This is an optimization exercise on Yosys and OpenROAD, whose aim is small area, a short achievable clock period and few clock cycles, not a production implementation.
At most, simulation tests tie the RTL to the original design; equivalence was not proved.

Setup of build 89:
==> flow/design.v (excerpt) <==
module HW3_FPMUL_SP(Clk, Rst, St, FPmplier, FPmcand, Done, Ovf, Unf, FPproduct);
Size in the first run: roughly 1800 cells after synthesis, roughly 120 flip-flops, about 100 I/O pins, ~17000 um^2 of cells after synthesis.
==> flow/config.mk <==
export PLATFORM = sky130hd
export DESIGN_NAME = HW3_FPMUL_SP
export DESIGN_NICKNAME = HW3_FPMUL_SP
export VERILOG_FILES = /design/flow/design.v
export SDC_FILE = /design/flow/constraint.sdc
export NUM_CORES = 4
export LEC_CHECK = 0
export CAP_MARGIN = 20
export CORE_MARGIN = 2
export CORE_UTILIZATION = 60
export CTS_BUF_LIST = sky130_fd_sc_hd__clkbuf_4 sky130_fd_sc_hd__clkbuf_8
export SETUP_SLACK_MARGIN = 5
export SLEW_MARGIN = 20
==> flow/constraint.sdc <==
create_clock -name core_clock -period 9.0 [get_ports {Clk}]
set_input_delay 1.8000 -clock core_clock [delete_from_list [all_inputs] [get_ports {Clk}]]
set_output_delay 1.8000 -clock core_clock [all_outputs]
set_load 0.01 [all_outputs]
standard.sh (not shown) runs the stock make flow with config.mk's settings and CLKGATE_MAP_FILE= SYNTH_SCRIPT=/design/flow/synth_recipe.tcl, a recipe that flattens the netlist after the stock synthesis.
==> flow/flow/run.sh <==
#!/bin/bash
# The standard layout, except that the port buffers are buf_2 cells rather than the
# default pick; every input and output port still gets its own buffer.
bash standard.sh "BUFFER_PORTS_ARGS=-buffer_cell sky130_fd_sc_hd__buf_2" finish > standard.log 2>&1
Testbench counts of build 89, summed over its fixed seeds: cycles 16,000.
### build 89 -> build 59
- a change of CORE_UTILIZATION from 60 to 40
- a deleted SETUP_SLACK_MARGIN that had been 5
==> run notes <==
- Build 59 vs. build 89: via count went down by about 3%.
- Compared with build 89, build 59 shows die outline area that has gone up by more than a quarter.
- Diff build 89 -> build 59: cell area has decreased, multi-input gate share of total cell area has decreased.
- In build 59 the maximum number of pins on one net before global-route repair turned out 2 lower than in build 89.
- Build 59 vs build 89: sequential share of layout area up
## Diff of input files: build 60 against build 59
- setting SETUP_SLACK_MARGIN to 5 for the first time
- removing CTS_BUF_LIST (formerly sky130_fd_sc_hd__clkbuf_4 sky130_fd_sc_hd__clkbuf_8)
- setting ABC_CLOCK_PERIOD_IN_PS to 3500 for the first time
==> flow/run.sh (new file) <==
#!/bin/bash
# synth_recipe.tcl (not shown) runs the flow's synth.tcl, then flattens the netlist and writes it again
# the make line also repeats each setting of config.mk as NAME=value (left out here)
make -C /OpenROAD-flow-scripts/flow DESIGN_CONFIG=/design/flow/config.mk WORK_HOME=/design/flow/orfs CLKGATE_MAP_FILE= SYNTH_SCRIPT=/design/flow/synth_recipe.tcl finish
removed: flow/flow/run.sh
removed: flow/standard.sh
Results
- Status: number of core rows parity (build 59, build 60)
- Per the comparison of build 60 with build 59, worst slack after detailed placement now sits higher; relative area change from synthesis to final layout now sits higher; highest clock rate now sits higher; number of post-CTS setup repair buffers now sits higher.
The following lists how build 63 was set up differently from build 60:
- ABC_CLOCK_PERIOD_IN_PS now 300, was 3500
- CTS_BUF_LIST now sky130_fd_sc_hd__clkbuf_4 sky130_fd_sc_hd__clkbuf_8, previously not set
--- outcome ---
- Every stage of the flow completed for build 63, and the final layout passed the timing, DRC and antenna checks.
- Compared with build 60, build 63 shows a lower final critical-path required period.
- Build 60 has a higher detailed-routing iteration count for the pre-antenna-repair pass than build 63.
- NOTE routed wire length build 60->build 63 decreased slightly
- Per the comparison of build 63 with build 60, worst-path maximum fanout now sits higher, required time reported for the critical path endpoint climbed 0.03 ns, fraction of layout instances using a drive strength above 1 stayed essentially flat, layout filler cell count has increased.
- Critical path depth: build 63 > build 60
Changes in build 23 relative to build 63:
- changing ABC_CLOCK_PERIOD_IN_PS from 300 to 600
==> run notes <==
As far as proportion of cell area occupied by registers goes, build 63 and build 23 are indistinguishable; the numbers are identical.
Diff build 63..build 23 | number of remaining DRC errors | unchanged
Count of non-CTS buffers in the layout: build 63 vs build 23 identical
| cell area | build 23 vs build 63 | ≈ equal |
Reported for build 63 and build 23, synthesized cell count turned out identical to the last digit.
Comparing build 23 against build 63, there is no change at all in proportion of synthesized flip-flops having asynchronous set or reset.
Between build 63 and build 23, the difference in total vias in the final route is negligible.

* * *

Starting RTL as in the previous note.
export LEC_CHECK = 0
export CAP_MARGIN = 20
export CORE_MARGIN = 2
export CORE_UTILIZATION = 40
export CTS_BUF_LIST = sky130_fd_sc_hd__clkbuf_4 sky130_fd_sc_hd__clkbuf_8
export SETUP_SLACK_MARGIN = 5
export SLEW_MARGIN = 20
create_clock -name core_clock -period 9.0 [get_ports {Clk}]
==> flow/flow/run.sh <==
#!/bin/bash
# The standard layout, except that the port buffers are buf_2 cells rather than the
# default pick; every input and output port still gets its own buffer.
bash standard.sh "BUFFER_PORTS_ARGS=-buffer_cell sky130_fd_sc_hd__buf_2" finish > standard.log 2>&1
Testbench counts at the start, summed over its fixed seeds: cycles 16,000.
Rerun with:
==> flow/run.sh (new file) <==
#!/bin/bash
# synth_recipe.tcl (not shown) runs the flow's synth.tcl, then flattens the netlist and writes it again
# the make line also repeats each setting of config.mk as NAME=value (left out here)
make -C /OpenROAD-flow-scripts/flow DESIGN_CONFIG=/design/flow/config.mk WORK_HOME=/design/flow/orfs CLKGATE_MAP_FILE= SYNTH_SCRIPT=/design/flow/synth_recipe.tcl finish
ABC_CLOCK_PERIOD_IN_PS = 3500   (was default)
removed: flow/flow/run.sh
removed: flow/standard.sh
Fmax is higher by about 0.3%.
Wire length is higher by about 2.2%.
Cell count is higher by about 1%.
Worst setup slack gets better by 0.017 ns.
Rerun with:
ABC_CLOCK_PERIOD_IN_PS = 1200   (was 3500)
After rerunning: The new run completed with no timing, DRC or antenna violations; clock skew is unchanged; final cell count is unchanged; synthesized area stays the same; non-clock buffer count stays the same; via count is unchanged; wire length stays the same; first-iteration DRC count does not change; die area stays the same; fmax is unchanged; core utilization is unchanged.

* * *

Setup of job 9968:
Another version of the RTL of HW3_FPMUL_SP (not shown whole).
Size in the first run: roughly 17,000 um^2 of cells after synthesis.
make LEC_CHECK=0 ABC_CLOCK_PERIOD_IN_PS=3500 CAP_MARGIN=20 CORE_MARGIN=2 CORE_UTILIZATION=40 SLEW_MARGIN=20 finish   # period 9.0 ns
run.sh (not shown) runs the stock make flow with config.mk's settings and CLKGATE_MAP_FILE= SYNTH_SCRIPT=/design/flow/synth_recipe.tcl, a recipe that flattens the netlist after the stock synthesis.
Stock flow here: none of the scripts above is used.
Changes in job 710 relative to job 9968:
Settings: SETUP_SLACK_MARGIN newly set to 5.
==> run notes <==
Job 710 against job 9968; non-clock buffer count is up by more than half. Compared with job 9968, in job 710 share of the clock period used by the worst path after layout went down; fraction of area in non-clock buffers went up. Largest stage delay on the critical path was higher in the run labelled job 9968. In the tables for job 9968 and job 710, first-pass iteration count of the detailed router reads higher with job 9968. Between job 9968 and job 710, the worst slew margin relative to its limit is lower for job 9968.
No run of this note included a check of the RTL's function; only the layout flow was run.

==> re-timing with driven ports <==
In the flow no input, the clock included, has a driving cell. The finished layouts below were timed again as built, in two steps.
Step 1 assumes that a clkbuf_16 drives the clock port and a buf_2 every other input.
Step 2, shift: input delay + t, output delay - t, t = (earliest + latest rising clock arrival at the registers) / 2. This alone moves slack from input paths to output paths.
Three values: no drivers, after step 1, after step 2; two values: the first two.
| run | shift t [ns] | slack for setup (ns) | worst hold slack (ns) | worst register clock-pin slew, ns |
|---|---|---|---|---|
| build 89 | 0.504 | 3.531 / 3.531 / 3.531 | 0.755 / 0.755 / 0.755 | 0.10 / 0.10 |
| build 59 | 0.566 | 2.351 / 2.351 / 2.351 | 0.701 / 0.701 / 0.701 | 0.12 / 0.12 |
| build 60 | 0.508 | 3.573 / 3.573 / 3.573 | 0.811 / 0.811 / 0.811 | 0.08 / 0.08 |
| build 63 | 0.538 | 3.616 / 3.616 / 3.616 | 0.821 / 0.821 / 0.821 | 0.10 / 0.10 |
| build 23 | 0.538 | 3.616 / 3.616 / 3.616 | 0.821 / 0.821 / 0.821 | 0.10 / 0.10 |
| the first run of note 2 | 0.534 | 3.599 / 3.599 / 3.599 | 0.791 / 0.791 / 0.791 | 0.11 / 0.11 |
| the second run of note 2 | 0.538 | 3.616 / 3.616 / 3.616 | 0.821 / 0.821 / 0.821 | 0.10 / 0.10 |
| the third run of note 2 | 0.538 | 3.616 / 3.616 / 3.616 | 0.821 / 0.821 / 0.821 | 0.10 / 0.10 |
| job 9968 | 0.496 | 2.831 / 2.831 / 2.831 | 0.804 / 0.804 / 0.804 | 0.06 / 0.06 |
| job 710 | 0.512 | 3.691 / 3.691 / 3.691 | 0.812 / 0.812 / 0.812 | 0.07 / 0.07 |
After both steps every run listed still meets setup and hold.
